This is an optimization exercise on Yosys and OpenROAD, whose aim is small area, not a production implementation.
The RTL was checked by simulation tests, not by an equivalence proof against the original design.

### flow/design.v
module median_filter_resource_optimized
(
    input                ck100m,
    input                srst_n,
    input                enable,
    input        [15:0]  in,
    output               out_enable,
    output reg   [15:0]  out
);
    localparam int NT = 7;              
    localparam int L  = 17;             
    reg [15:0] win  [0:9];
    reg [15:0] tail [0:NT-1];            
    reg [1:0]  lane [0:9];               
    reg [L-1:0] cand;
    reg [3:0]  m;
    reg [3:0]  nval;                     
    reg [6:0]  q;                        
    wire idle = ~q[6] & ~q[1];           
    assign out_enable = ~q[1] & q[0];    
    wire s12  = ~q[2] & q[1];            
    logic [7:0] sel;                     
    logic [7:0] nsel;                    
    logic nidle;                         
    always_comb begin
        sel[0] = idle;
        for (int j = 1; j < 7; j++) sel[j] = q[7-j] & ~q[6-j];
        sel[7] = q[6] & q[0];
        nidle = (idle & ~enable) | s12;
        nsel[0] = nidle;
        nsel[1] = idle & enable;
        for (int j = 2; j < 8; j++) nsel[j] = sel[j-1];
    end
    logic [3:0] nval_next;
    always_comb nval_next = nval + {3'd0, enable && nval != 4'd10};
    always @(posedge ck100m or negedge srst_n) begin
        if (~srst_n) begin
            q    <= 7'd0;
            nval <= 4'd0;
        end else begin
            q    <= {idle ? enable : ~q[0], q[6:1]};
            nval <= nval_next;
        end
    end
    logic [15:0] w9sh;
    always_comb begin
        w9sh = '0;
        for (int j = 0; j < 7; j++)
            if (sel[j]) w9sh = w9sh | (win[9] << (2*j + 2));
    end
    logic [1:0] xw [0:9];
    logic [1:0] xin;
    always_comb begin
        for (int n = 0; n < 10; n++) begin
            xw[n] = 2'b00;
            for (int j = 0; j < 8; j++)
                if (nsel[j]) xw[n] = xw[n] | win[n][15-2*j -: 2];
        end
        xin = 2'b00;
        for (int j = 0; j < 8; j++)
            if (nsel[j]) xin = xin | in[15-2*j -: 2];
    end
    always @(posedge ck100m) begin
        if (enable) begin
            win[0]  <= in;
            lane[0] <= xin;
            for (int i = 1; i < 10; i++) begin
                win[i]  <= win[i-1];
                lane[i] <= xw[i-1];
            end
        end else begin
            for (int i = 0; i < 10; i++) lane[i] <= xw[i];
        end
        tail[0][15:2] <= w9sh[15:2];
        for (int t = 1; t < NT; t++)
            for (int b = 2 + 2*t; b < 16; b++) tail[t][b] <= tail[t-1][b-2];
    end
    function automatic [3:0] tsum(input [16:0] x, input [3:0] m);
        logic t1, t2, t3, t4, t5, t6, t7, t8, t9, t10, t11, t12, t13, t14, t15, t16, t17, t18, t19, t20, t21, t22, t23, t24, t25, t26, t27, t28, t29, t30, g0, g1, g2, p0, p1, p2, c1, c2, c3;
        t1 = m[0] ^ x[0] ^ x[10]; t2 = (m[0] & x[0]) | (m[0] & x[10]) | (x[0] & x[10]);
        t3 = x[11] ^ x[12] ^ x[13]; t4 = (x[11] & x[12]) | (x[11] & x[13]) | (x[12] & x[13]);
        t5 = x[14] ^ x[15] ^ x[16]; t6 = (x[14] & x[15]) | (x[14] & x[16]) | (x[15] & x[16]);
        t7 = x[1] ^ x[2] ^ x[3]; t8 = (x[1] & x[2]) | (x[1] & x[3]) | (x[2] & x[3]);
        t9 = x[4] ^ x[5] ^ x[6]; t10 = (x[4] & x[5]) | (x[4] & x[6]) | (x[5] & x[6]);
        t11 = x[7] ^ x[8] ^ x[9]; t12 = (x[7] & x[8]) | (x[7] & x[9]) | (x[8] & x[9]);
        t13 = t1 ^ t11 ^ t3; t14 = (t1 & t11) | (t1 & t3) | (t11 & t3);
        t15 = t5 ^ t7 ^ t9; t16 = (t5 & t7) | (t5 & t9) | (t7 & t9);
        t17 = m[1] ^ t10 ^ t12; t18 = (m[1] & t10) | (m[1] & t12) | (t10 & t12);
        t19 = t2 ^ t4 ^ t6; t20 = (t2 & t4) | (t2 & t6) | (t4 & t6);
        t21 = t8 ^ t14 ^ t16; t22 = (t8 & t14) | (t8 & t16) | (t14 & t16);
        t23 = t17 ^ t19 ^ t21; t24 = (t17 & t19) | (t17 & t21) | (t19 & t21);
        t25 = m[2] ^ t18 ^ t20; t26 = (m[2] & t18) | (m[2] & t20) | (t18 & t20);
        t27 = t22 ^ t25 ^ t24; t28 = (t22 & t25) | (t22 & t24) | (t25 & t24);
        t29 = m[3] ^ t26 ^ t28; t30 = (m[3] & t26) | (m[3] & t28) | (t26 & t28);
        g0 = t13 & t15; p0 = t13 ^ t15;
        g1 = t23 & 1'b0; p1 = t23 ^ 1'b0;
        g2 = t27 & 1'b0; p2 = t27 ^ 1'b0;
        c1 = g0; c2 = g1 | (p1 & g0); c3 = g2 | (p2 & g1) | (p2 & p1 & g0);
        tsum = {c3 | t29 | t30, p2 ^ c2, p1 ^ c1, p0};
    endfunction
    logic [1:0] ln [0:L-1];
    logic [L-1:0] lt1, lt2, lt3, c_new;
    logic [3:0] s1, s2, s3, m_new;
    logic i1, i2, i3, ok1, ok2, ok3, cin;
    logic [1:0] d;
    always_comb begin
        for (int n = 0; n < 10; n++) ln[n] = lane[n];
        for (int t = 0; t < NT; t++) ln[10+t] = tail[t][15:14];
        for (int n = 0; n < L; n++) begin
            lt1[n] = cand[n] & ~ln[n][1] & ~ln[n][0];
            lt2[n] = cand[n] & ~ln[n][1];
            lt3[n] = cand[n] & ~(ln[n][1] & ln[n][0]);
        end
        i1 = idle & ~in[15] & ~in[14];
        i2 = idle & ~in[15];
        i3 = idle & ~(in[15] & in[14]);
        s1 = tsum(lt1, m);
        s2 = tsum(lt2, m);
        s3 = tsum(lt3, m);
        ok1 = ~s1[3] & ~(i1 & (s1[2:0] == 3'd7));
        ok2 = ~s2[3] & ~(i2 & (s2[2:0] == 3'd7));
        ok3 = ~s3[3] & ~(i3 & (s3[2:0] == 3'd7));
        if (ok3)      begin d = 2'd3; m_new = s3 + {3'd0, i3}; end
        else if (ok2) begin d = 2'd2; m_new = s2 + {3'd0, i2}; end
        else if (ok1) begin d = 2'd1; m_new = s1 + {3'd0, i1}; end
        else          begin d = 2'd0; m_new = m; end
        for (int n = 0; n < L; n++) c_new[n] = cand[n] & (ln[n] == d);
        cin = idle & (in[15:14] == d);
    end
    always @(posedge ck100m or negedge srst_n) begin
        if (~srst_n) begin
            cand <= '0;
            m    <= 4'd12;
        end else if (nidle) begin
            for (int n = 0; n < L; n++) cand[n] <= (n < 10) && (n < nval_next);
            m <= 4'd12 - nval_next;
        end else begin
            m <= m_new;
            cand[9:0]    <= enable ? {c_new[8:0], cin} : c_new[9:0];
            cand[10]     <= enable & c_new[9];
            cand[L-1:11] <= c_new[L-2:10];
        end
    end
    always @(posedge ck100m) begin
        for (int j = 0; j < 8; j++)
            if (sel[j]) out[15-2*j -: 2] <= d;
    end
endmodule
### flow/config.mk
export PLATFORM = sky130hd
export DESIGN_NAME = median_filter_resource_optimized
export DESIGN_NICKNAME = median_filter_resource_optimized
export VERILOG_FILES = /design/flow/design.v
export SDC_FILE = /design/flow/constraint.sdc
export NUM_CORES = 4
export LEC_CHECK = 0
export CAP_MARGIN = 20
export CORE_MARGIN = 2
export CORE_UTILIZATION = 40
export CTS_BUF_LIST = sky130_fd_sc_hd__clkbuf_4 sky130_fd_sc_hd__clkbuf_8
export SLEW_MARGIN = 20
### flow/run.sh
#!/bin/bash
# synth_recipe.tcl (not shown) runs the flow's synth.tcl, then flattens the netlist and writes it again
# the make line also repeats each setting of config.mk as NAME=value (left out here)
make -C /OpenROAD-flow-scripts/flow DESIGN_CONFIG=/design/flow/config.mk WORK_HOME=/design/flow/orfs CLKGATE_MAP_FILE= SYNTH_SCRIPT=/design/flow/synth_recipe.tcl finish
### flow/constraint.sdc
create_clock -name core_clock -period 5.0 [get_ports {ck100m}]
set_input_delay 1.0000 -clock core_clock [delete_from_list [all_inputs] [get_ports {ck100m}]]
set_output_delay 1.0000 -clock core_clock [all_outputs]
set_load 0.01 [all_outputs]
==> flow_summary.ini, run 1 <==
[timing]
min_period_over_period = 0.975
max_freq_mhz = 205
hold_viol = 0
finClkSkew_ns = 0.0400
setup_slack_ns = 0.125
slew_violations = 0
tightest_slew_ns = 1.07
min_period_ns = 4.88
maxSlewHeadroom = 0.290
setup_viol = 0

[worst_setup_path]
critPathCaptureType = flop
start_kind = flop
crit_type = reg -> reg
cp.required_ns = 5.45
worst_ep_arrival_time_ns = 5.32
crit_path_max_fanout = 3
reg2reg_setup_slack_ns = 0.12

[placement]
dpl_cell_area_um2 = 13400
place_ws_ns = -0.0180
gp_congestion = 0.874
port_buffers = 35
hpwl_um = 19400
dp_cells = 1375

[detailed_routing]
route.detailed.drc = 0
routedWlPerCell_um = 19.1
drtIter0Drc = 596
route.vias.total = 7861
drtAntennaViolNets = 0
drtPass1Iterations = 5
vias_per_cell = 5.35
routed_wl_um = 28100

[logic_synthesis]
synth_top_area_share = 0.427
synth-edff-count = 176
synthFlopType = edfxtp_1
async_flop_share = 0.113
syn_nets = 1017
ys_ff_latch = 284
ys.warnings.count = 6
netlist_area_um2 = 12400
synth.area.top_cells = edfxtp_1, dfxtp_1, fa_1, dfrtp_1, a22oi_1
syn_area_per_cell_um2 = 13.2
syn-instance-count = 941
synth-seq-area-share = 0.615
synth_top_cell_by_area = edfxtp_1
yosysUniqueCellTypes = 78

[final_layout]
drive_gt1_frac = 0.178
layout_commonest_cell = edfxtp_1
nets = 1111
layout_common_cells = edfxtp_1, dfxtp_1, nand2_1
syn2layout_area_growth_pct = 17.1
regArea_um2 = 7610
fill_cells = 2687
diodes = 0
design_area_um2 = 14500
multi_input_area_um2 = 4400
fin_cells = 1469

[min_path]
hold_class = reg -> reg

[global_route]
grt_pass1_wl_um = 43200
antenna_found_initial = 0
grt_pass1_vias = 8077
grt_util_all_layers = 0.172
gr-total-overflow = 0
grt_max_degree = 86

[status]
outcome = timing/DRC/antenna clean

[floorplanning]
dieHeight_um = 180
die_area_um2 = 32400
start_util = 0.406
core_um2 = 30500
io_pins = 36
die_w_um = 180
num_rows = 64

[clock_network]
cts_buffers = 46
ctsRootBufferMaster = clkbuf_8
htree_levels = 2
cts_max_path_buffers = 3
cts_hold_buf = 0
cts_sinks = 284
clkSlewWorstSetupHoldPaths_ns = 0.07
insertion_delay_ns = 0.58
cts_tree = yes

[run]
maxCapViolations = 0
==> critical path, stage by stage, from the launching register on <==
cell,delay (ns)
dfrtp_1,0.37
a21boi_0,0.15
fa_1,0.61
inv_1,0.08
fa_1,0.41
fa_1,0.46
fa_2,0.35
fa_2,0.34
inv_2,0.06
fa_1,0.43
or3_4,0.41
o211ai_1,0.19
buf_4,0.16
mux2i_1,0.07
a32o_2,0.29
a2111o_1,0.39
==> Yosys cell counts (5+ instances only) <==
master,count
clkbuf_1,27
xor2_1,5
nand2b_1,20
mux2i_1,21
a22oi_1,51
nand4_1,8
a21boi_0,9
nor2b_1,18
a222oi_1,15
a22o_1,6
inv_1,55
nand3b_1,5
ha_1,15
xnor2_1,31
nand3_1,46
fa_1,42
o21ai_0,25
nor2_1,37
a31oi_1,10
nor3_1,5
or2_2,7
and2_1,7
dfrtp_1,30
edfxtp_1,176
a21oi_1,35
buf_2,7
o211ai_1,5
dfxtp_1,76
and3_1,5
nand2_1,60
==> layer usage <==
metal  wire length (um)  global-route usage
met1              12100               0.216
met2              13200               0.282
met3               1800              0.0407
met4                949              0.0745
met5                  0                   0
==> cell type report <==
class                           count  share of cell area
Sequential cell                   284               0.525
Multi-Input combinational cell    558               0.304
Clock buffer                       76              0.0622
Timing Repair Buffer               89              0.0547
Tap cell                          396              0.0342
Inverter                           56              0.0145
Clock inverter                     10             0.00552
==> through the flow <==
stage | hold WS (ns) | util | TNS, ns
2_1_floorplan | 0.310 | - | 0
3_5_place_dp | 0.312 | 0.438 | -0.0180
4_1_cts | 0.317 | 0.471 | 0
5_1_grt | 0.328 | 0.475 | -0.0122
3_3_place_gp | 0.311 | 0.438 | 0
6_report | 0.314 | 0.475 | 0
==> kinds of logic (layout without fill, tap and decap cells) <==
kind of cell,after synthesis,count (layout),synth area share
flops,284,284,0.615
simple gates,241,241,0.104
compound gates,201,201,0.119
buf+inv,99,231,0.0346
fa+ha+maj,58,58,0.0839
xor+xnor,36,36,0.0255
mux,22,22,0.0179
==> sequential cells by signal, indices dropped and copies added, names as in the netlist <==
signal and cells:
win 160, out 16, lane 20, tail 56
cand 17, q 7, m 4, nval 4
==> path summary, 6_finish.rpt <==
path,endpoint,from,depth (start not counted)
setup / recovery,cand[3]$_DFF_PN0_,cand[2]$_DFF_PN0_,15
hold / removal,tail[6][14]$_DFF_P_,tail[5][12]$_DFF_P_,0
setup reg to reg,cand[3]$_DFF_PN0_,cand[2]$_DFF_PN0_,15
hold reg to reg,tail[6][14]$_DFF_P_,tail[5][12]$_DFF_P_,0
max in group asynchronous,m[3]$_DFFE_PN1P_,srst_n,2
min in group asynchronous,cand[16]$_DFF_PN0_,srst_n,2
==> what timing repair did <==
action / CTS / global route
pin swaps: 1 / 12
setup endpoints to repair: 1 / 29
gates resized for setup: 0 / 24
cloned: 0 / 1
buffers inserted: 2 / 5
==> run 2: changes to the inputs <==
--- a/flow/config.mk
+++ b/flow/config.mk
@@ -7,2 +7,3 @@
 export LEC_CHECK = 0
+export ABC_AREA = 1
 export CAP_MARGIN = 20
@@ -10,3 +11,2 @@
 export CORE_UTILIZATION = 40
-export CTS_BUF_LIST = sky130_fd_sc_hd__clkbuf_4 sky130_fd_sc_hd__clkbuf_8
 export SLEW_MARGIN = 20
==> run 2 against run 1 <==
Against the previous run: worst setup slack better by 0.077 ns; clock skew down 0.020 ns; first-iteration DRC count rose by 3.2%; critical path depth grew 1; largest cell class unchanged; register-to-register slack gained 0.08 ns; sequential share of layout area increased by 1.1 points; synthesized cell count up 16%; critical endpoint is now cand[12]$_DFF_PN0_; die area decreased by 0.62%.
==> flow_summary.ini, run 2 <==
[logic_synthesis]
synth-seq-area-share = 0.619
ys_ff_latch = 284
synth-edff-count = 176
synth_adder_area_share = 0.0836
yosysUniqueCellTypes = 46
synth_top_family_by_area = simple AND/OR/NAND/NOR gates
synthMuxAreaShare = 0
async_flop_share = 0.113
synth_top_cell_by_area = edfxtp_1
synth.area.top_cells = edfxtp_1, dfxtp_1, nand2_1, fa_1, dfrtp_1
yosysMostFrequentCell = nand2_1
synth_xor_area_frac = 0.00631
synth_compound_area_frac = 0.0755
syn_nets = 1171
ys.warnings.count = 6
syn_area_per_cell_um2 = 11.2
netlist_top_cells_count = nand2_1, edfxtp_1, inv_1, dfxtp_1, nor2_1
synthFlopType = edfxtp_1
syn-instance-count = 1095
yosys.area_share.simple = 0.159
netlist_area_um2 = 12300
synth_top_area_share = 0.430

[worst_setup_path]
worst_ep_arrival_time_ns = 5.23
cp_num_buf_inv = 3
crit_top_cell = fa_1
path_delay_family = adder cells
cp_cell_sequence = inv_1 > o21ai_1 > fa_1 > fa_1 > fa_1 > fa_1 > fa_1 > inv_1 > fa_1 > or2_0 > a21oi_4 > nand2_8 > nand2_4 > clkinvlp_4 > nor2_1 > nor3_2
cp.required_ns = 5.43
max_stage_delay_ns = 0.49
crit_path_max_fanout = 16
crit_path_top_delay_cell = fa_1
critPathCaptureType = flop
start_kind = flop
crit_type = reg -> reg

[final_layout]
diodes = 0
nets = 1226
layout_common_cells = nand2_1, edfxtp_1, inv_1
layout_commonest_cell = nand2_1
top_regs = win: 160 flops, tail: 56 flops, lane: 20 flops
fill_cells = 2801
final_core_util = 0.466
syn2layout_area_growth_pct = 15.4
largest_reg_flops = 160
top_register = win
drive_gt1_frac = 0.0843

[placement]
hpwl_um = 18100
port_buffers = 35
place_ws_ns = 0.0817
gp_congestion = 0.884

[detailed_routing]
drtPass1Iterations = 7
wirelength_met1_um = 11700
top_layer = met5
route.met3.wl_um = 1120
drtIter0Drc = 615
dr_wl_met2_um = 12400
route.vias.total = 7836
routedWlPerCell_um = 16.5
route.detailed.drc = 0
routed_wl_um = 25900
vias_per_cell = 4.99
drtAntennaViolNets = 0

[timing]
setup_viol = 0
finClkSkew_ns = 0.0196
min_period_ns = 4.80
max_freq_mhz = 208
final.setup.tns_ns = 0
rsz0062_at_grt = yes
tightest_slew_ns = 0.962
fin_hold_ws_ns = 0.324
slew_violations = 0
hold_viol = 0
setup_slack_ns = 0.202
min_period_over_period = 0.960
maxSlewHeadroom = 0.359

[clock_network]
clkSlewWorstSetupHoldPaths_ns = 0.06
cts_sinks = 284
ctsRootBufferMaster = clkbuf_16
cts_tree = yes
cts_max_path_buffers = 3
insertion_delay_ns = 0.56
htree_levels = 1
cts_buffers = 30
cts_hold_buf = 0

[status]
outcome = timing/DRC/antenna clean

[min_path]
hold_class = reg -> reg

[floorplanning]
dieHeight_um = 179
die_w_um = 179
die_area_um2 = 32200
num_rows = 64
io_pins = 36
core_um2 = 30400
start_util = 0.404

[global_route]
antenna_found_initial = 1
grt_util_all_layers = 0.167
grt_pass1_wl_um = 41300
grt_pass1_vias = 7867
gr-total-overflow = 0
grt_max_degree = 82

[run]
maxCapViolations = 0
-- run 2: changes by cell type in the layout (fill, tap and decap cells not counted), sizes merged, moves of 18 or more --
cell,change
nand2b,-20
clkbuf,-29
nand2,+182
nand3,+26
buf,-35
a22o,+31
a22oi,-51
mux2i,-21
a21oi,+18
nor2,+40
xnor2,-27
inv,+82
nor2b,-18
-- run 2: worst paths after layout --
check | startpoint | end | slack, ns | cells after the start
hold / removal | tail[3][10]$_DFF_P_ | tail[4][12]$_DFF_P_ | 0.32 | 0
hold reg to reg | tail[3][10]$_DFF_P_ | tail[4][12]$_DFF_P_ | 0.32 | 0
setup / recovery | lane[0][1]$_DFF_P_ | cand[12]$_DFF_PN0_ | 0.20 | 16
min in group asynchronous | srst_n | q[0]$_DFF_PN0_ | 0.89 | 2
setup reg to reg | lane[0][1]$_DFF_P_ | cand[12]$_DFF_PN0_ | 0.20 | 16
max in group asynchronous | srst_n | m[3]$_DFFE_PN1P_ | 3.75 | 2
-- run 2: cell families (layout without fill, tap and decap cells) --
logic type      Yosys count  count (layout)
simple gates            435             435
flops                   284             284
buf+inv                 170             249
compound gates          141             141
fa+ha+maj                57              57
xor+xnor                  8               8
-- run 2: repair_timing --
action                     4_1_cts  5_1_grt
resized for setup                0        5
buffers inserted                 0        1
hold endpoints to repair         0        0
setup endpoints to repair        0       18
-- run 2: worst reg2reg max path: stages (launching register included) --
cell        delay [ns]
dfxtp_1           0.35
inv_1             0.08
o21ai_1           0.25
fa_1              0.49
fa_1              0.48
fa_1              0.49
fa_1              0.39
fa_1              0.36
inv_1             0.07
fa_1              0.39
or2_0             0.27
a21oi_4           0.20
nand2_8           0.11
nand2_4           0.23
clkinvlp_4        0.23
nor2_1            0.20
nor3_2            0.07
-- run 2: layer usage --
| metal | vias up | GRT usage |
|---|---|---|
| met5 | - | 0 |
| met4 | 2 | 0.0474 |
| met3 | 39 | 0.0257 |
| met2 | 181 | 0.287 |
| met1 | 3785 | 0.221 |
| li1 | 3829 | - |
-- run 2: stage by stage --
stage | cells | area [um^2]
2_1_floorplan | 1095 | 12300
3_3_place_gp | 1513 | 13100
3_5_place_dp | 1513 | 13100
4_1_cts | 1569 | 14200
5_1_grt | 1570 | 14200
6_report | 1570 | 14200
-- run 2: area by class of cell --
class,instances,area [um^2],area share
timing repair buffer,53,487,0.0343
tap,396,495,0.0349
sequential,284,7610,0.536
clock inverter,9,128,0.00900
inverter,140,529,0.0373
multi-input combinational,641,4020,0.283
clock buffer,47,920,0.0648
==> run 3: changes to the inputs <==
--- a/flow/config.mk
+++ b/flow/config.mk
@@ -7,3 +7,2 @@
 export LEC_CHECK = 0
-export ABC_AREA = 1
 export CAP_MARGIN = 20
==> run 3 against run 2 <==
Against the previous run: still clean; utilization increased by 0.71 points; via count is 1.5% lower; sequential share of layout area down 0.94 points; critical endpoint is now cand[3]$_DFF_PN0_; largest cell class unchanged.
==> flow_summary.ini, run 3 <==
[clock_network]
ctsRootBufferMaster = clkbuf_16
insertion_delay_ns = 0.56
cts_sinks = 284
cts_buffers = 29
clkSlewWorstSetupHoldPaths_ns = 0.06
htree_levels = 1
cts_tree = yes
cts_max_path_buffers = 3

[detailed_routing]
route.vias.total = 7718
route.detailed.drc = 0
vias_per_cell = 5.38
drtIter0Drc = 642
drtAntennaViolNets = 0
routedWlPerCell_um = 19.4
drtPass1Iterations = 6
routed_wl_um = 27800

[placement]
hpwl_um = 19400
gp_congestion = 0.874
dpl_cell_area_um2 = 13400
port_buffers = 35

[logic_synthesis]
ys.warnings.count = 6
ys_ff_latch = 284
syn_area_per_cell_um2 = 13.2
async_flop_share = 0.113
syn-instance-count = 941
synth-edff-count = 176
synth_compound_area_frac = 0.119
synth_top_cell_by_area = edfxtp_1
synth_top_area_share = 0.427
yosysUniqueCellTypes = 78
syn_nets = 1017
synth_xor_area_frac = 0.0255
synth.area.top_cells = edfxtp_1, dfxtp_1, fa_1, dfrtp_1, a22oi_1
yosys.area_share.simple = 0.104
synth_adder_area_share = 0.0839
netlist_top_cells_count = edfxtp_1, dfxtp_1, nand2_1, inv_1, a22oi_1
synthMuxAreaShare = 0.0179
yosysMostFrequentCell = edfxtp_1
synth-seq-area-share = 0.615
synthFlopType = edfxtp_1
synth_top_family_by_area = compound AO/OA/AOI/OAI gates
netlist_area_um2 = 12400

[timing]
max_freq_mhz = 208
finClkSkew_ns = 0.0180
tightest_slew_ns = 1.07
slew_violations = 0
min_period_ns = 4.81
min_period_over_period = 0.963
setup_viol = 0
hold_viol = 0
final.setup.tns_ns = 0
maxSlewHeadroom = 0.289
fin_hold_ws_ns = 0.323

[final_layout]
layout_common_cells = edfxtp_1, dfxtp_1, nand2_1
top_register = win
nets = 1092
regArea_um2 = 7610
multi_input_area_um2 = 4400
layout_commonest_cell = edfxtp_1
diodes = 0
design_area_um2 = 14400
largest_reg_flops = 160
fill_cells = 2660
drive_gt1_frac = 0.139
syn2layout_area_growth_pct = 16.7
top_regs = win: 160 flops, tail: 56 flops, lane: 20 flops

[global_route]
gr-total-overflow = 0
grt_max_degree = 86
grt_pass1_wl_um = 42900
grt_pass1_vias = 7848
grt_util_all_layers = 0.169
antenna_found_initial = 0

[min_path]
hp-start = tail[3][9]$_DFF_P_
hold_class = reg -> reg

[floorplanning]
core_um2 = 30500
dieHeight_um = 180
num_rows = 64
io_pins = 36
die_w_um = 180
die_area_um2 = 32400
start_util = 0.406

[run]
maxCapViolations = 0

[status]
outcome = timing/DRC/antenna clean

[worst_setup_path]
reg2reg_setup_slack_ns = 0.19
crit_path_max_fanout = 3
cp.required_ns = 5.44
reg2reg_depth = 14
r2r_start = cand[14]$_DFF_PN0_
r2r_end = cand[3]$_DFF_PN0_
critPathCaptureType = flop
crit_end = cand[3]$_DFF_PN0_
worst_ep_arrival_time_ns = 5.25
crit_type = reg -> reg
critPathLaunch = cand[14]$_DFF_PN0_
start_kind = flop
==> run 3: worst min path at each step <==
stage | slack, ns | cells past startpoint | endpoint
after floorplan | 0.31 | 0 | tail[1][10]$_DFF_P_
after global placement | 0.31 | 0 | tail[1][7]$_DFF_P_
after detailed placement | 0.31 | 0 | tail[1][10]$_DFF_P_
after CTS | 0.33 | 0 | tail[1][10]$_DFF_P_
after global routing | 0.33 | 0 | tail[3][15]$_DFF_P_
final | 0.32 | 0 | tail[4][11]$_DFF_P_
==> run 3: routing by layer <==
layer,global-route usage,wire length (um),up-vias
met2,0.280,13000,254
met4,0.0631,972,0
met5,0,0,-
met3,0.0357,1840,58
li1,-,-,3643
met1,0.220,12000,3763
==> run 3: metrics by stage <==
step | setup WS (ns) | cells | utilization
finish | 0.187 | 1435 | 0.473
global placement | 0.0928 | 1375 | 0.438
CTS | 0.00690 | 1432 | 0.471
floorplan | 0.236 | 941 | -
detailed placement | -0.0180 | 1375 | 0.438
global route | -0.0141 | 1435 | 0.473
==> run 3: cell type report <==
cell class,count,area share
sequential,284,0.527
multi-input combinational,558,0.305
clock buffer,49,0.0611
timing repair buffer,87,0.0536
tap,396,0.0343
inverter,56,0.0146
clock inverter,5,0.00477
==> run 3: logic make-up after synthesis <==
kind of cell | after synthesis
buf+inv | 99
mux | 22
compound gates | 201
flops | 284
xor+xnor | 36
simple gates | 241
fa+ha+maj | 58
==> run 3: worst max-delay path, cell delays in order (launching register included) <==
cell      delay, ns
dfrtp_1        0.38
a21boi_0       0.15
fa_1           0.56
inv_1          0.08
fa_2           0.39
fa_1           0.45
fa_2           0.35
fa_2           0.34
inv_2          0.06
fa_1           0.43
or3_4          0.41
o211ai_1       0.28
mux2i_1        0.12
a32o_1         0.30
a2111o_1       0.40
==> run 3: what timing repair did <==
action,in CTS,in global routing
cloned,0,0
endpoints found under the setup margin,1,29
hold endpoints to repair,0,0
pin swaps,1,12
gates resized for setup,0,21
hold buffers,0,0
buffers inserted,3,3
==> run 4: changes to the inputs <==
--- a/flow/design.v
+++ b/flow/design.v
@@ -58,5 +58,3 @@
         end
-        xin = 2'b00;
-        for (int j = 0; j < 8; j++)
-            if (nsel[j]) xin = xin | in[15-2*j -: 2];
+        xin = nidle ? in[15:14] : in[13:12];
     end
--- a/flow/config.mk
+++ b/flow/config.mk
@@ -7,2 +7,3 @@
 export LEC_CHECK = 0
+export ABC_AREA = 1
 export CAP_MARGIN = 20
@@ -10,2 +11,4 @@
 export CORE_UTILIZATION = 40
+export CTS_CLUSTER_DIAMETER = 45
+export CTS_CLUSTER_SIZE = 30
 export SLEW_MARGIN = 20
==> run 4 against run 3 <==
Against the previous run: critical path depth is 4 higher; still clean; worst hold slack worse by 0.0017 ns; worst setup slack better by 0.060 ns; highest routed layer unchanged.
==> flow_summary.ini, run 4 <==
[placement]
hpwl_um = 17500
gp_congestion = 0.830
port_buffers = 35

[detailed_routing]
routedWlPerCell_um = 16.2
drtAntennaViolNets = 0
route.detailed.drc = 0
routed_wl_um = 25100
drtIter0Drc = 631
vias_per_cell = 4.93
route.vias.total = 7636
drtPass1Iterations = 5

[worst_setup_path]
cp.required_ns = 5.50
crit_top_cell = fa_1
worst_ep_arrival_time_ns = 5.25
start_kind = flop
cp_num_buf_inv = 3
cp_cell_sequence = inv_1 > o21ai_0 > fa_1 > fa_1 > fa_1 > fa_1 > fa_1 > inv_1 > fa_1 > or2_2 > a21oi_4 > nand2_4 > buf_4 > nand3_1 > nand2_1 > nor2_1 > nand3_1 > nand3_1
max_stage_delay_ns = 0.52
crit_path_top_delay_cell = fa_1
path_delay_family = adder cells
reg2reg_setup_slack_ns = 0.25
crit_type = reg -> reg
crit_path_max_fanout = 10
critPathCaptureType = flop

[clock_network]
cts_sinks = 284
htree_levels = 1
cts_tree = yes
clkSlewWorstSetupHoldPaths_ns = 0.08
cts_max_path_buffers = 3
cts_hold_buf = 0
cts_buffers = 30
ctsRootBufferMaster = clkbuf_16
insertion_delay_ns = 0.57

[logic_synthesis]
synthFlopType = edfxtp_1
synth.area.top_cells = edfxtp_1, dfxtp_1, fa_1, nand2_1, dfrtp_1
ys.warnings.count = 6
synth-edff-count = 176
yosysMostFrequentCell = nand2_1
synth_top_cell_by_area = edfxtp_1
syn-instance-count = 1075
synth_top_area_share = 0.430
netlist_top_cells_count = nand2_1, edfxtp_1, inv_1, dfxtp_1, nand3_1
async_flop_share = 0.113
syn_nets = 1151
yosysUniqueCellTypes = 48
syn_area_per_cell_um2 = 11.4
netlist_area_um2 = 12300
ys_ff_latch = 284
synth-seq-area-share = 0.619

[timing]
maxSlewHeadroom = 0.353
tightest_slew_ns = 0.971
rsz0062_at_grt = no
min_period_over_period = 0.951
final.setup.tns_ns = 0
hold_viol = 0
max_freq_mhz = 210
finClkSkew_ns = 0.0107
setup_viol = 0
slew_violations = 0
min_period_ns = 4.75
fin_hold_ws_ns = 0.322

[final_layout]
drive_gt1_frac = 0.101
nets = 1205
top_register = win
syn2layout_area_growth_pct = 16.2
top_regs = win: 160 flops, tail: 56 flops, lane: 20 flops
layout_commonest_cell = nand2_1
largest_reg_flops = 160
diodes = 0
layout_common_cells = nand2_1, edfxtp_1, inv_1

[global_route]
grt_max_degree = 110
grt_pass1_wl_um = 39900
grt_pass1_vias = 7544
antenna_found_initial = 0
grt_util_all_layers = 0.161
gr-total-overflow = 0

[status]
outcome = timing/DRC/antenna clean

[floorplanning]
start_util = 0.404
dieHeight_um = 179
die_area_um2 = 32100
num_rows = 64
die_w_um = 179
core_um2 = 30400
io_pins = 36

[min_path]
hold_class = reg -> reg

[run]
maxCapViolations = 0
[run 4: layout make-up]
type                       count  area, um^2
tap                          396         495
timing repair buffer          51         472
inverter                     140         531
clock inverter                26         424
multi-input combinational    622        3990
sequential                   284        7610
clock buffer                  30         751
fill                        2750       16200
[run 4: worst paths after layout]
check	to	startpoint	cells past startpoint
max	cand[9]$_DFF_PN0_	lane[5][1]$_DFF_P_	18
min	tail[4][14]$_DFF_P_	tail[3][12]$_DFF_P_	0
max reg2reg	cand[9]$_DFF_PN0_	lane[5][1]$_DFF_P_	18
min reg2reg	tail[4][14]$_DFF_P_	tail[3][12]$_DFF_P_	0
max in group asynchronous	m[3]$_DFFE_PN1P_	srst_n	2
min in group asynchronous	q[1]$_DFF_PN0_	srst_n	2
[run 4: cell families (layout without fill, tap and decap cells)]
logic type | Yosys count | in the layout | synth area share
xor gates and xnor gates | 10 | 10 | 0.00713
adders and majority gates | 57 | 57 | 0.0837
and+or+nand+nor | 414 | 415 | 0.155
DFF | 284 | 284 | 0.619
AOI/OAI and AO/OA | 140 | 140 | 0.0765
buffers and inverters | 170 | 247 | 0.0580
[run 4: through the flow]
stage | cell area [um^2] | cells | worst slack, ns | util
finish | 14300 | 1549 | 0.247 | 0.469
floorplan | 12300 | 1075 | 0.555 | -
detailed placement | 13100 | 1488 | 0.156 | 0.429
global route | 14300 | 1549 | 0.0136 | 0.469
global placement | 13100 | 1488 | 0.270 | 0.429
CTS | 14200 | 1544 | 0.151 | 0.468
[run 4: worst register-to-register path, stage by stage (launching register included)]
cell and delay, ns:
dfxtp_1 0.38, inv_1 0.07, o21ai_0 0.28, fa_1 0.52, fa_1 0.43, fa_1 0.46, fa_1 0.39, fa_1 0.36
inv_1 0.07, fa_1 0.40, or2_2 0.33, a21oi_4 0.17, nand2_4 0.14, buf_4 0.21, nand3_1 0.07, nand2_1 0.05
nor2_1 0.14, nand3_1 0.09, nand3_1 0.12
[run 4: per-layer routing]
| metal | routed length [um] | GRT usage | vias up |
|---|---|---|---|
| li1 | - | - | 3750 |
| met1 | 11200 | 0.216 | 3649 |
| met2 | 12000 | 0.271 | 195 |
| met3 | 1280 | 0.0229 | 42 |
| met4 | 680 | 0.0504 | 0 |
| met5 | 0 | 0 | - |
[run 4: what timing repair did]
| item | in CTS | in global routing |
|---|---|---|
| endpoints found under the setup margin | 0 | 15 |
| endpoints found under the hold margin | 0 | 0 |
| resized for setup | 0 | 5 |
| buffers inserted | 0 | 4 |
==> run 5: changes to the inputs <==
--- a/flow/config.mk
+++ b/flow/config.mk
@@ -11,4 +11,4 @@
 export CORE_UTILIZATION = 40
-export CTS_CLUSTER_DIAMETER = 45
-export CTS_CLUSTER_SIZE = 30
+export CTS_CLUSTER_DIAMETER = 60
+export CTS_CLUSTER_SIZE = 25
 export SLEW_MARGIN = 20
==> run 5 against run 4 <==
Against the previous run: register-to-register slack worse by 0.02 ns; routed wire length fell by 1.1%; via count fell by 0.45%; cell count decreased by 0.90%; global-route usage fell by 0.15 points; critical path type unchanged; sequential share of layout area is 1.3 points higher; synthesized area did not move; largest cell class unchanged.
==> flow_summary.ini, run 5 <==
[logic_synthesis]
synth.area.top_cells = edfxtp_1, dfxtp_1, fa_1, nand2_1, dfrtp_1
synth_top_cell_by_area = edfxtp_1
synthFlopType = edfxtp_1
ys.warnings.count = 6
synth_top_area_share = 0.430
netlist_top_cells_count = nand2_1, edfxtp_1, inv_1, dfxtp_1, nand3_1
synth-seq-area-share = 0.619
async_flop_share = 0.113
syn-instance-count = 1075
yosysUniqueCellTypes = 48
ys_ff_latch = 284
yosysMostFrequentCell = nand2_1
syn_nets = 1151
synth-edff-count = 176
syn_area_per_cell_um2 = 11.4
netlist_area_um2 = 12300

[clock_network]
cts_buffers = 23
clkSlewWorstSetupHoldPaths_ns = 0.09
ctsRootBufferMaster = clkbuf_16
htree_levels = 1
cts_tree = yes
insertion_delay_ns = 0.54
cts_max_path_buffers = 3
cts_sinks = 284

[global_route]
grt_pass1_wl_um = 39600
grt_max_degree = 110
antenna_found_initial = 0
grt_util_all_layers = 0.160
grt_pass1_vias = 7447
gr-total-overflow = 0

[detailed_routing]
drtIter0Drc = 556
route.detailed.drc = 0
drtPass1Iterations = 6
routed_wl_um = 24800
drtAntennaViolNets = 0
routedWlPerCell_um = 16.2
vias_per_cell = 4.95
route.vias.total = 7602

[timing]
maxSlewHeadroom = 0.320
setup_viol = 0
max_freq_mhz = 210
tightest_slew_ns = 1.02
min_period_over_period = 0.954
slew_violations = 0
finClkSkew_ns = 0.0151
fin_hold_ws_ns = 0.326
min_period_ns = 4.77
hold_viol = 0

[placement]
hpwl_um = 17500
gp_congestion = 0.830
dp_cells = 1488
port_buffers = 35

[floorplanning]
start_util = 0.404
die_area_um2 = 32100
dieHeight_um = 179
io_pins = 36
core_um2 = 30400
num_rows = 64
die_w_um = 179

[final_layout]
diodes = 0
drive_gt1_frac = 0.0887
layout_common_cells = nand2_1, edfxtp_1, inv_1
nets = 1198
fin_cells = 1535
layout_commonest_cell = nand2_1
largest_reg_flops = 160
top_register = win
top_regs = win: 160 flops, tail: 56 flops, lane: 20 flops
syn2layout_area_growth_pct = 13.3

[worst_setup_path]
crit_top_cell = fa_1
cp_cell_sequence = inv_1 > nor2_1 > fa_1 > inv_1 > fa_1 > fa_1 > fa_1 > fa_1 > inv_1 > fa_1 > or2_1 > a21oi_4 > nand2_8 > nand2_8 > nand2_8 > inv_2 > nand2_1 > nand2_1 > nand3_1 > nand3_1
start_kind = flop
max_stage_delay_ns = 0.54
cp.required_ns = 5.47
crit_type = reg -> reg
worst_ep_arrival_time_ns = 5.24
critPathCaptureType = flop
crit_path_max_fanout = 22
path_delay_family = adder cells
crit_path_top_delay_cell = fa_1
cp_num_buf_inv = 4

[min_path]
hold_class = reg -> reg

[status]
outcome = timing/DRC/antenna clean

[run]
maxCapViolations = 0
==> run 5: cell counts after synthesis <==
No cell type changed its count.
==> run 5: layout make-up <==
| type | instances | area, um^2 |
|---|---|---|
| multi-input cells | 622 | 3990 |
| flip-flops and latches | 284 | 7610 |
| well taps | 396 | 495 |
| fillers | 2780 | 16500 |
| repair buffers | 51 | 472 |
| clock buffers | 25 | 583 |
| clock inverters | 17 | 244 |
| inverters | 140 | 531 |
==> run 5: cells by family after synthesis <==
logic type,count (synthesis),synth area share
buf+inv,170,0.0580
flops,284,0.619
compound gates,140,0.0765
fa+ha+maj,57,0.0837
simple gates,414,0.155
xor+xnor,10,0.00713
==> run 5: worst paths after layout <==
path,slack [ns],to,start,depth (start not counted)
min in group asynchronous,0.87,q[0]$_DFF_PN0_,srst_n,2
worst min register to register,0.33,tail[1][15]$_DFF_P_,tail[0][13]$_DFF_P_,0
max in group asynchronous,3.75,m[3]$_DFFE_PN1P_,srst_n,2
worst min-delay path,0.33,tail[1][15]$_DFF_P_,tail[0][13]$_DFF_P_,0
worst max-delay path,0.23,cand[6]$_DFF_PN0_,cand[14]$_DFF_PN0_,20
worst max register to register,0.23,cand[6]$_DFF_PN0_,cand[14]$_DFF_PN0_,20
==> run 5: what timing repair did <==
item / 4_1_cts / 5_1_grt
hold buffers: 0 / 0
setup buffers: 0 / 4
endpoints found under the setup margin: 0 / 15
gates resized for setup: 0 / 5
==> run 5: through the flow <==
| stage | utilization | setup slack, ns | TNS [ns] | area [um^2] |
|---|---|---|---|---|
| 6_report | 0.458 | 0.229 | 0 | 13900 |
| 5_1_grt | 0.458 | -0.00497 | -0.00941 | 13900 |
| 4_1_cts | 0.456 | 0.138 | 0 | 13900 |
| 3_5_place_dp | 0.429 | 0.156 | 0 | 13100 |
| 3_3_place_gp | 0.429 | 0.270 | 0 | 13100 |
| 2_1_floorplan | - | 0.555 | 0 | 12300 |
==> run 5: per-layer routing <==
metal / part of all wire / wire, um / track usage / vias to the layer above
met3: 0.048 / 1180 / 0.0214 / 38
met1: 0.46 / 11300 / 0.219 / 3638
met5: 0 / 0 / 0 / -
met2: 0.47 / 11600 / 0.265 / 199
li1: - / - / - / 3727
met4: 0.028 / 703 / 0.0477 / 0
==> run 6: changes to the inputs <==
==> flow/flow/run.sh (new file) <==
#!/bin/bash
# The standard layout (standard.sh), with two changes:
#  - the port buffers are sky130_fd_sc_hd__buf_1 rather than the default choice;
#  - clock tree synthesis inserts no dummy loads (same clustering as config.mk).
# make's full output goes to flow.log in this folder; ORFS keeps each step's log
# under orfs/logs/.
set -euo pipefail
bash standard.sh \
  "BUFFER_PORTS_ARGS=-buffer_cell sky130_fd_sc_hd__buf_1" \
  "CTS_ARGS=-sink_clustering_enable -repair_clock_nets -dont_use_dummy_load -buf_list sky130_fd_sc_hd__clkbuf_8 -sink_clustering_size 25 -sink_clustering_max_diameter 60" \
  finish > flow.log 2>&1
==> flow/standard.sh (new file) <==
#!/bin/bash
# synth_recipe.tcl (not shown) runs the flow's synth.tcl, then flattens the netlist and writes it again
# the make line also repeats each setting of config.mk as NAME=value (left out here)
make -C /OpenROAD-flow-scripts/flow DESIGN_CONFIG=/design/flow/config.mk WORK_HOME=/design/flow/orfs CLKGATE_MAP_FILE= SYNTH_SCRIPT=/design/flow/synth_recipe.tcl "${@:-finish}"
removed: flow/run.sh
==> run 6 against run 5 <==
Against the previous run: global-route usage decreased by 0.079 points; maximum frequency is 1.0% higher; register-to-register slack improved by 0.05 ns; worst setup slack improved by 0.048 ns; largest cell class unchanged; worst hold slack improved by 0.0037 ns; sequential share of layout area increased by 2.9 points; cell count down 1.2%; highest routed layer unchanged; utilization fell by 2.3 points; clock skew rose by 0.060 ns.
==> flow_summary.ini, run 6 <==
[status]
outcome = timing/DRC/antenna clean

[timing]
maxSlewHeadroom = 0.272
rsz0062_at_grt = no
setup_viol = 0
final.setup.tns_ns = 0
tightest_slew_ns = 1.09
min_period_ns = 4.72
hold_viol = 0
finClkSkew_ns = 0.0747
slew_violations = 0
max_freq_mhz = 212
min_period_over_period = 0.945

[worst_setup_path]
crit_path_top_delay_cell = fa_1
cp_cell_sequence = a21oi_1 > fa_1 > inv_1 > fa_1 > fa_1 > fa_1 > fa_1 > inv_1 > fa_1 > or2_2 > a21oi_2 > nand2_4 > buf_4 > inv_1 > nand4_1 > a21oi_1 > nor2_1 > nor2_1
start_kind = flop
r2r_start = tail[4][14]$_DFF_P_
crit_path_max_fanout = 9
worst_ep_arrival_time_ns = 5.14
crit_top_cell = fa_1
reg2reg_depth = 18
path_delay_family = adder cells
critPathCaptureType = flop
crit_type = reg -> reg
max_stage_delay_ns = 0.55
reg2reg_setup_slack_ns = 0.28
r2r_end = m[3]$_DFFE_PN1P_
cp.required_ns = 5.42
cp_num_buf_inv = 4

[placement]
gp_congestion = 0.823
port_buffers = 35
hpwl_um = 17600

[final_layout]
nets = 1199
diodes = 0
syn2layout_area_growth_pct = 7.56
largest_reg_flops = 160
top_register = win
layout_commonest_cell = nand2_1
layout_common_cells = nand2_1, edfxtp_1, inv_1
drive_gt1_frac = 0.0749
top_regs = win: 160 flops, tail: 56 flops, lane: 20 flops
fill_cells = 2868

[floorplanning]
start_util = 0.404
dieHeight_um = 179
core_um2 = 30400
num_rows = 64
die_w_um = 179
die_area_um2 = 32100
io_pins = 36

[run]
maxCapViolations = 0

[logic_synthesis]
synthFlopType = edfxtp_1
syn-instance-count = 1075
synth-edff-count = 176
syn_area_per_cell_um2 = 11.4
async_flop_share = 0.113
ys_ff_latch = 284
yosysUniqueCellTypes = 48
syn_nets = 1151
synth_top_cell_by_area = edfxtp_1
ys.warnings.count = 6
synth.area.top_cells = edfxtp_1, dfxtp_1, fa_1, nand2_1, dfrtp_1
netlist_area_um2 = 12300
netlist_top_cells_count = nand2_1, edfxtp_1, inv_1, dfxtp_1, nand3_1
synth_top_area_share = 0.430
synth-seq-area-share = 0.619
yosysMostFrequentCell = nand2_1

[clock_network]
cts_tree = yes
cts_buffers = 22
htree_levels = 1
ctsRootBufferMaster = clkbuf_8
insertion_delay_ns = 0.56
cts_max_path_buffers = 3
cts_sinks = 284
clkSlewWorstSetupHoldPaths_ns = 0.10

[detailed_routing]
vias_per_cell = 5.02
routedWlPerCell_um = 16.3
drtAntennaViolNets = 0
routed_wl_um = 24700
drtIter0Drc = 587
route.vias.total = 7609
drtPass1Iterations = 5
route.detailed.drc = 0

[min_path]
hold_end = tail[1][15]$_DFF_P_
worstHoldPathCells = 0
hold_class = reg -> reg
hp-start = tail[0][13]$_DFF_P_

[global_route]
grt_util_all_layers = 0.159
grt_pass1_vias = 7558
grt_pass1_wl_um = 39300
antenna_found_initial = 0
gr-total-overflow = 0
grt_max_degree = 147
[run 6: cell counts after synthesis]
No cell type changed its count.
[run 6: cell type report]
cell class,count,area [um^2],area share
timing repair buffer,54,292,0.0221
multi-input combinational,621,3990,0.301
clock buffer,22,303,0.0229
inverter,140,533,0.0403
tap,396,495,0.0375
sequential,284,7610,0.576
[run 6: worst max path at each step]
stage,startpoint,endpoint,slack (ns),cells after the start
after detailed placement,lane[0][1]$_DFF_P_,cand[5]$_DFF_PN0_,0.22,18
after global routing,cand[14]$_DFF_PN0_,cand[1]$_DFF_PN0_,0.02,20
after CTS,cand[14]$_DFF_PN0_,cand[3]$_DFF_PN0_,0.17,20
after global placement,cand[14]$_DFF_PN0_,cand[4]$_DFF_PN0_,0.30,20
final,tail[4][14]$_DFF_P_,m[3]$_DFFE_PN1P_,0.28,18
after floorplan,lane[0][1]$_DFF_P_,m[1]$_DFFE_PN0P_,0.56,18
[run 6: routing by layer]
| layer | up-vias | track usage | wire, um |
|---|---|---|---|
| met1 | 3649 | 0.215 | 11000 |
| li1 | 3688 | - | - |
| met3 | 50 | 0.0199 | 1320 |
| met2 | 222 | 0.265 | 11500 |
| met4 | 0 | 0.0541 | 857 |
| met5 | - | 0 | 0 |
[run 6: timing repair]
item | CTS | global route
setup buffers | 0 | 8
endpoints found under the setup margin | 0 | 10
hold buffers | 0 | 0
gates resized for setup | 0 | 7
[run 6: metrics by stage]
| step | hold slack [ns] | util | instance area, um^2 | setup WS, ns | instances |
|---|---|---|---|---|---|
| after floorplan | 0.310 | - | 12300 | 0.555 | 1075 |
| after global placement | 0.311 | 0.422 | 12800 | 0.297 | 1487 |
| after detailed placement | 0.312 | 0.422 | 12800 | 0.220 | 1487 |
| after CTS | 0.328 | 0.432 | 13100 | 0.172 | 1509 |
| after global routing | 0.338 | 0.434 | 13200 | 0.0239 | 1517 |
| final | 0.329 | 0.434 | 13200 | 0.276 | 1517 |
[run 6: logic make-up after synthesis]
kind of cell,Yosys count,share of synthesized area
xor+xnor,10,0.00713
compound gates,140,0.0765
simple gates,414,0.155
fa+ha+maj,57,0.0837
flops,284,0.619
buf+inv,170,0.0580
==> run 7: changes to the inputs <==
--- a/flow/flow/run.sh
+++ b/flow/flow/run.sh
@@ -9,3 +9,3 @@
   "BUFFER_PORTS_ARGS=-buffer_cell sky130_fd_sc_hd__buf_1" \
-  "CTS_ARGS=-sink_clustering_enable -repair_clock_nets -dont_use_dummy_load -buf_list sky130_fd_sc_hd__clkbuf_8 -sink_clustering_size 25 -sink_clustering_max_diameter 60" \
+  "CTS_ARGS=-sink_clustering_enable -repair_clock_nets -dont_use_dummy_load -sink_clustering_size 25 -sink_clustering_max_diameter 60" \
   finish > flow.log 2>&1
==> run 7 against run 6 <==
Against the previous run: global-route usage up 0.054 points; flip-flop and latch count did not move; first-iteration DRC count shrank 5.3%; die area stayed put; synthesized cell count unchanged; critical path depth unchanged; worst setup slack improved by 0.021 ns; final area grew 1.9%; clock skew is 0.030 ns lower.
==> flow_summary.ini, run 7 <==
[status]
outcome = timing/DRC/antenna clean

[global_route]
grt_util_all_layers = 0.159
gr-total-overflow = 0
grt_pass1_vias = 7576
grt.busiest_layer = met2
antenna_found_initial = 0
use_met1 = 0.216
grt_pass1_wl_um = 39400
grt_max_degree = 147
grt_use_met2 = 0.265
grtUsageMet3 = 0.0199

[floorplanning]
start_util = 0.404
core_um2 = 30400
die_w_um = 179
die_area_um2 = 32100
io_pins = 36
num_rows = 64
dieHeight_um = 179

[clock_network]
cts_tree = yes
cts_max_path_buffers = 3
cts_buffers = 22
insertion_delay_ns = 0.51
ctsRootBufferMaster = clkbuf_16
clkSlewWorstSetupHoldPaths_ns = 0.06
cts_hold_buf = 0
htree_levels = 1
cts_sinks = 284

[placement]
hpwl_um = 17600
gp_congestion = 0.823
port_buffers = 35
dp_cells = 1487
place_ws_ns = 0.220

[min_path]
worstHoldPathCells = 0
hold_end = tail[4][11]$_DFF_P_
hold_class = reg -> reg
hp-start = tail[3][9]$_DFF_P_

[logic_synthesis]
netlist_area_um2 = 12300
ys_ff_latch = 284
syn-instance-count = 1075
netlist_top_cells_count = nand2_1, edfxtp_1, inv_1, dfxtp_1, nand3_1
synth-seq-area-share = 0.619
synthFlopType = edfxtp_1
synth.area.top_cells = edfxtp_1, dfxtp_1, fa_1, nand2_1, dfrtp_1
async_flop_share = 0.113
syn_nets = 1151
ys.warnings.count = 6
syn_area_per_cell_um2 = 11.4
yosysMostFrequentCell = nand2_1
synth_top_area_share = 0.430
yosysUniqueCellTypes = 48
synth-edff-count = 176
synth_top_cell_by_area = edfxtp_1

[worst_setup_path]
critPathCaptureType = flop
reg2reg_depth = 18
start_kind = flop
path_depth = 18
crit_type = reg -> reg
worst_ep_arrival_time_ns = 5.11
crit_path_max_fanout = 11
r2r_end = cand[9]$_DFF_PN0_
crit_path_top_delay_cell = fa_1
path_delay_family = adder cells
max_stage_delay_ns = 0.55
crit_top_cell = fa_1
cp_cell_sequence = a21oi_1 > fa_1 > inv_1 > fa_1 > fa_1 > fa_1 > fa_1 > inv_1 > fa_1 > or2_2 > a21oi_2 > nand2_4 > buf_4 > nand3_1 > nand2_1 > nor2_1 > nand3_1 > nand3_1
cp_num_buf_inv = 3
r2r_start = tail[4][14]$_DFF_P_
cp.required_ns = 5.41
reg2reg_setup_slack_ns = 0.30

[timing]
setup_slack_ns = 0.297
rsz0062_at_grt = no
tightest_slew_ns = 1.10
finClkSkew_ns = 0.0449
slew_violations = 0
min_period_over_period = 0.941
min_period_ns = 4.70
max_freq_mhz = 213
hold_viol = 0
final.setup.tns_ns = 0
maxSlewHeadroom = 0.268
fin_hold_ws_ns = 0.327
setup_viol = 0

[detailed_routing]
route.vias.total = 7664
drtIter0Drc = 556
route.detailed.drc = 0
routed_wl_um = 24800
drtPass1Iterations = 8
vias_per_cell = 5.05
drtAntennaViolNets = 0
routedWlPerCell_um = 16.4

[final_layout]
layout_common_cells = nand2_1, edfxtp_1, inv_1
top_register = win
layout_commonest_cell = nand2_1
fin_cells = 1517
top_regs = win: 160 flops, tail: 56 flops, lane: 20 flops
nets = 1199
drive_gt1_frac = 0.0740
largest_reg_flops = 160
diodes = 0
syn2layout_area_growth_pct = 9.57
fill_cells = 2831

[run]
maxCapViolations = 0
-- run 7: cell counts after synthesis --
No cell type changed its count.
-- run 7: per-stage QoR --
| step | cell area [um^2] | util |
|---|---|---|
| CTS | 13400 | 0.440 |
| floorplan | 12300 | - |
| global placement | 12800 | 0.422 |
| detailed placement | 12800 | 0.422 |
| finish | 13500 | 0.443 |
| global route | 13500 | 0.443 |
-- run 7: worst max-delay path by stage --
stage | slack, ns | startpoint | endpoint
2_1_floorplan | 0.56 | lane[0][1]$_DFF_P_ | m[1]$_DFFE_PN0P_
3_3_place_gp | 0.30 | cand[14]$_DFF_PN0_ | cand[4]$_DFF_PN0_
3_5_place_dp | 0.22 | lane[0][1]$_DFF_P_ | cand[5]$_DFF_PN0_
4_1_cts | 0.20 | tail[4][14]$_DFF_P_ | cand[3]$_DFF_PN0_
5_1_grt | 0.05 | cand[14]$_DFF_PN0_ | cand[1]$_DFF_PN0_
6_report | 0.30 | tail[4][14]$_DFF_P_ | cand[9]$_DFF_PN0_
-- run 7: layer usage --
layer  wire [um]  part of all wire
met5           0                 0
met4         871             0.035
met3        1170             0.047
met2       11500              0.46
met1       11300              0.45
-- run 7: kinds of logic (layout without fill, tap and decap cells) --
| kind of cell | after synthesis | after routing | synth area share |
|---|---|---|---|
| buffers and inverters | 170 | 216 | 0.0580 |
| and+or+nand+nor | 414 | 414 | 0.155 |
| DFF | 284 | 284 | 0.619 |
| adders and majority gates | 57 | 57 | 0.0837 |
| xor gates and xnor gates | 10 | 10 | 0.00713 |
| AOI/OAI and AO/OA | 140 | 140 | 0.0765 |
-- run 7: cell type report --
cell class	instances	area, um^2	share of cell area
Tap cell	396	495	0.0368
Clock buffer	22	551	0.0409
Timing Repair Buffer	54	292	0.0217
Multi-Input combinational cell	621	3990	0.296
Inverter	140	533	0.0396
Sequential cell	284	7610	0.565
-- run 7: worst register-to-register path, stage by stage (launching register included) --
cell	delay [ns]
dfxtp_1	0.42
a21oi_1	0.13
fa_1	0.55
inv_1	0.09
fa_1	0.45
fa_1	0.45
fa_1	0.39
fa_1	0.38
inv_1	0.08
fa_1	0.40
or2_2	0.31
a21oi_2	0.15
nand2_4	0.15
buf_4	0.22
nand3_1	0.07
nand2_1	0.05
nor2_1	0.13
nand3_1	0.09
nand3_1	0.10
-- run 7: timing repair --
action                     4_1_cts  5_1_grt
setup endpoints to repair        0       10
gates resized for setup          0        5
buffers inserted                 0        8
==> run 8: changes to the inputs <==
--- a/flow/flow/run.sh
+++ b/flow/flow/run.sh
@@ -9,3 +9,3 @@
   "BUFFER_PORTS_ARGS=-buffer_cell sky130_fd_sc_hd__buf_1" \
-  "CTS_ARGS=-sink_clustering_enable -repair_clock_nets -dont_use_dummy_load -sink_clustering_size 25 -sink_clustering_max_diameter 60" \
+  "CTS_ARGS=-sink_clustering_enable -repair_clock_nets -dont_use_dummy_load -buf_list sky130_fd_sc_hd__clkbuf_8 -sink_clustering_size 20 -sink_clustering_max_diameter 50" \
   finish > flow.log 2>&1
--- a/flow/config.mk
+++ b/flow/config.mk
@@ -11,4 +11,4 @@
 export CORE_UTILIZATION = 40
-export CTS_CLUSTER_DIAMETER = 60
-export CTS_CLUSTER_SIZE = 25
+export CTS_CLUSTER_DIAMETER = 50
+export CTS_CLUSTER_SIZE = 20
 export SLEW_MARGIN = 20
==> run 8 against run 7 <==
Against the previous run: still clean; sequential share of layout area increased by 0.63 points; final area fell by 1.1%; flip-flop and latch count did not move; cell count up 0.46%; via count about the same; routed wire length decreased by 0.12%; clock skew grew 0.025 ns; synthesized cell count stayed put; critical path type unchanged; highest routed layer unchanged.
==> flow_summary.ini, run 8 <==
[worst_setup_path]
path_delay_family = adder cells
reg2reg_setup_slack_ns = 0.26
cp_num_buf_inv = 3
critPathCaptureType = flop
cp_cell_sequence = inv_1 > o21ai_0 > fa_1 > fa_1 > fa_1 > fa_1 > fa_1 > inv_1 > fa_1 > or2_2 > a21oi_2 > nand2_4 > buf_4 > nand3_1 > nand2_1 > nor2_1 > nand3_1 > nand3_1
path_depth = 18
r2r_start = lane[0][0]$_DFF_P_
crit_path_max_fanout = 11
r2r_end = cand[8]$_DFF_PN0_
reg2reg_depth = 18
start_kind = flop
worst_ep_arrival_time_ns = 5.20
cp.required_ns = 5.47
max_stage_delay_ns = 0.49
crit_type = reg -> reg
crit_path_top_delay_cell = fa_1
crit_top_cell = fa_1

[clock_network]
cts_buffers = 29
htree_levels = 1
cts_sinks = 284
clkSlewWorstSetupHoldPaths_ns = 0.10
cts_max_path_buffers = 3
cts_hold_buf = 0
cts_tree = yes
insertion_delay_ns = 0.58
ctsRootBufferMaster = clkbuf_8

[detailed_routing]
drtAntennaViolNets = 0
routed_wl_um = 24800
route.vias.total = 7660
drtIter0Drc = 580
drtPass1Iterations = 6
route.detailed.drc = 0
routedWlPerCell_um = 16.3
vias_per_cell = 5.03

[logic_synthesis]
netlist_top_cells_count = nand2_1, edfxtp_1, inv_1, dfxtp_1, nand3_1
synth_top_family_by_area = simple AND/OR/NAND/NOR gates
synth-seq-area-share = 0.619
synth_xor_area_frac = 0.00713
syn-instance-count = 1075
synth_top_cell_by_area = edfxtp_1
synth_top_area_share = 0.430
netlist_area_um2 = 12300
synth_compound_area_frac = 0.0765
yosysMostFrequentCell = nand2_1
synthMuxAreaShare = 0
synth.area.top_cells = edfxtp_1, dfxtp_1, fa_1, nand2_1, dfrtp_1
ys.warnings.count = 6
async_flop_share = 0.113
yosys.area_share.simple = 0.155
synthFlopType = edfxtp_1
synth-edff-count = 176
ys_ff_latch = 284
syn_nets = 1151
yosysUniqueCellTypes = 48
syn_area_per_cell_um2 = 11.4
synth_adder_area_share = 0.0837

[final_layout]
fill_cells = 2851
drive_gt1_frac = 0.0807
syn2layout_area_growth_pct = 8.36
top_regs = win: 160 flops, tail: 56 flops, lane: 20 flops
diodes = 0
nets = 1206
largest_reg_flops = 160
layout_commonest_cell = nand2_1
top_register = win
layout_common_cells = nand2_1, edfxtp_1, inv_1

[floorplanning]
start_util = 0.404
num_rows = 64
dieHeight_um = 179
die_w_um = 179
core_um2 = 30400
die_area_um2 = 32100
io_pins = 36

[global_route]
grt_pass1_wl_um = 39500
grt_util_all_layers = 0.160
gr-total-overflow = 0
grt_max_degree = 147
antenna_found_initial = 0
grt_pass1_vias = 7639

[placement]
hpwl_um = 17600
place_ws_ns = 0.220
gp_congestion = 0.823
port_buffers = 35

[timing]
hold_viol = 0
setup_slack_ns = 0.264
maxSlewHeadroom = 0.257
max_freq_mhz = 211
setup_viol = 0
finClkSkew_ns = 0.0702
slew_violations = 0
min_period_ns = 4.74
rsz0062_at_grt = no
tightest_slew_ns = 1.11
min_period_over_period = 0.947
final.setup.tns_ns = 0

[min_path]
hp-start = tail[0][4]$_DFF_P_
worstHoldPathCells = 0
hold_class = reg -> reg
hold_end = tail[1][6]$_DFF_P_

[run]
maxCapViolations = 0

[status]
outcome = timing/DRC/antenna clean
-- run 8: cell counts after synthesis --
No cell type changed its count.
-- run 8: timing repair --
action | in CTS | in global routing
endpoints found under the setup margin | 0 | 13
resized for setup | 0 | 6
buffers inserted | 0 | 8
-- run 8: logic make-up (layout without fill, tap and decap cells) --
kind of cell	Yosys count	in the layout
buffers and inverters	170	223
XOR/XNOR	10	10
AND/OR/NAND/NOR	414	414
adder cells (fa/ha/maj)	57	57
flip-flops	284	284
AO/OA/AOI/OAI	140	140
-- run 8: stage by stage --
| stage | cells | util | area, um^2 | hold WS (ns) |
|---|---|---|---|---|
| global placement | 1487 | 0.422 | 12800 | 0.311 |
| finish | 1524 | 0.438 | 13300 | 0.283 |
| floorplan | 1075 | - | 12300 | 0.310 |
| CTS | 1516 | 0.435 | 13200 | 0.282 |
| global route | 1524 | 0.438 | 13300 | 0.283 |
| detailed placement | 1487 | 0.422 | 12800 | 0.312 |
-- run 8: per-layer routing --
layer,routed length (um),vias up,global-route usage
met1,11100,3674,0.213
met3,1240,62,0.0250
met2,11500,220,0.262
li1,-,3704,-
met4,928,0,0.0608
met5,0,-,0
-- run 8: worst max-delay path by stage --
| stage | endpoint | slack [ns] | start |
|---|---|---|---|
| CTS | cand[12]$_DFF_PN0_ | 0.19 | lane[5][0]$_DFF_P_ |
| floorplan | m[1]$_DFFE_PN0P_ | 0.56 | lane[0][1]$_DFF_P_ |
| detailed placement | cand[5]$_DFF_PN0_ | 0.22 | lane[0][1]$_DFF_P_ |
| finish | cand[8]$_DFF_PN0_ | 0.26 | lane[0][0]$_DFF_P_ |
| global placement | cand[4]$_DFF_PN0_ | 0.30 | cand[14]$_DFF_PN0_ |
| global route | cand[9]$_DFF_PN0_ | 0.02 | lane[0][0]$_DFF_P_ |
-- run 8: area by class of cell --
class                      instances  area, um^2  area share
sequential                       284        7610       0.571
clock buffer                      29         399      0.0300
timing repair buffer              54         292      0.0219
multi-input combinational        621        3990       0.299
tap                              396         495      0.0372
inverter                         140         533      0.0400
-- run 8: worst reg2reg max path, cell delays in order, from the launching register on --
cell and delay [ns]:
dfxtp_1 0.38, inv_1 0.10, o21ai_0 0.23, fa_1 0.49
fa_1 0.45, fa_1 0.48, fa_1 0.39, fa_1 0.38
inv_1 0.08, fa_1 0.40, or2_2 0.31, a21oi_2 0.15
nand2_4 0.15, buf_4 0.22, nand3_1 0.07, nand2_1 0.05
nor2_1 0.13, nand3_1 0.09, nand3_1 0.10

## static timing again, ports no longer ideal
No port has a modelled driver above. Below, the same layouts with a new extraction and two added sets of constraints. Step 1: set_driving_cell puts a clkbuf_16 on ck100m and a buf_2 on each other input, an assumption about the parent block. Step 2 also shifts input and output timing later by t, the mid clock arrival at the registers, as if the neighbouring blocks saw the same clock. Slacks: no drivers / after step 1 / after step 2; pairs: no drivers / after step 1.
run | t (ns) | setup slack, ns | cell pins on the clock port's net
run 1 | 0.605 | 0.125 / 0.125 / 0.125 | 1
run 2 | 0.601 | 0.202 / 0.202 / 0.202 | 1
run 3 | 0.597 | 0.187 / 0.187 / 0.187 | 1
run 4 | 0.614 | 0.247 / 0.247 / 0.247 | 1
run 5 | 0.577 | 0.229 / 0.229 / 0.229 | 1
run 6 | 0.565 | 0.276 / 0.276 / 0.276 | 1
run 7 | 0.539 | 0.297 / 0.297 / 0.297 | 1
run 8 | 0.607 | 0.264 / 0.264 / 0.264 | 1
After both steps setup and hold are still met in every run listed.
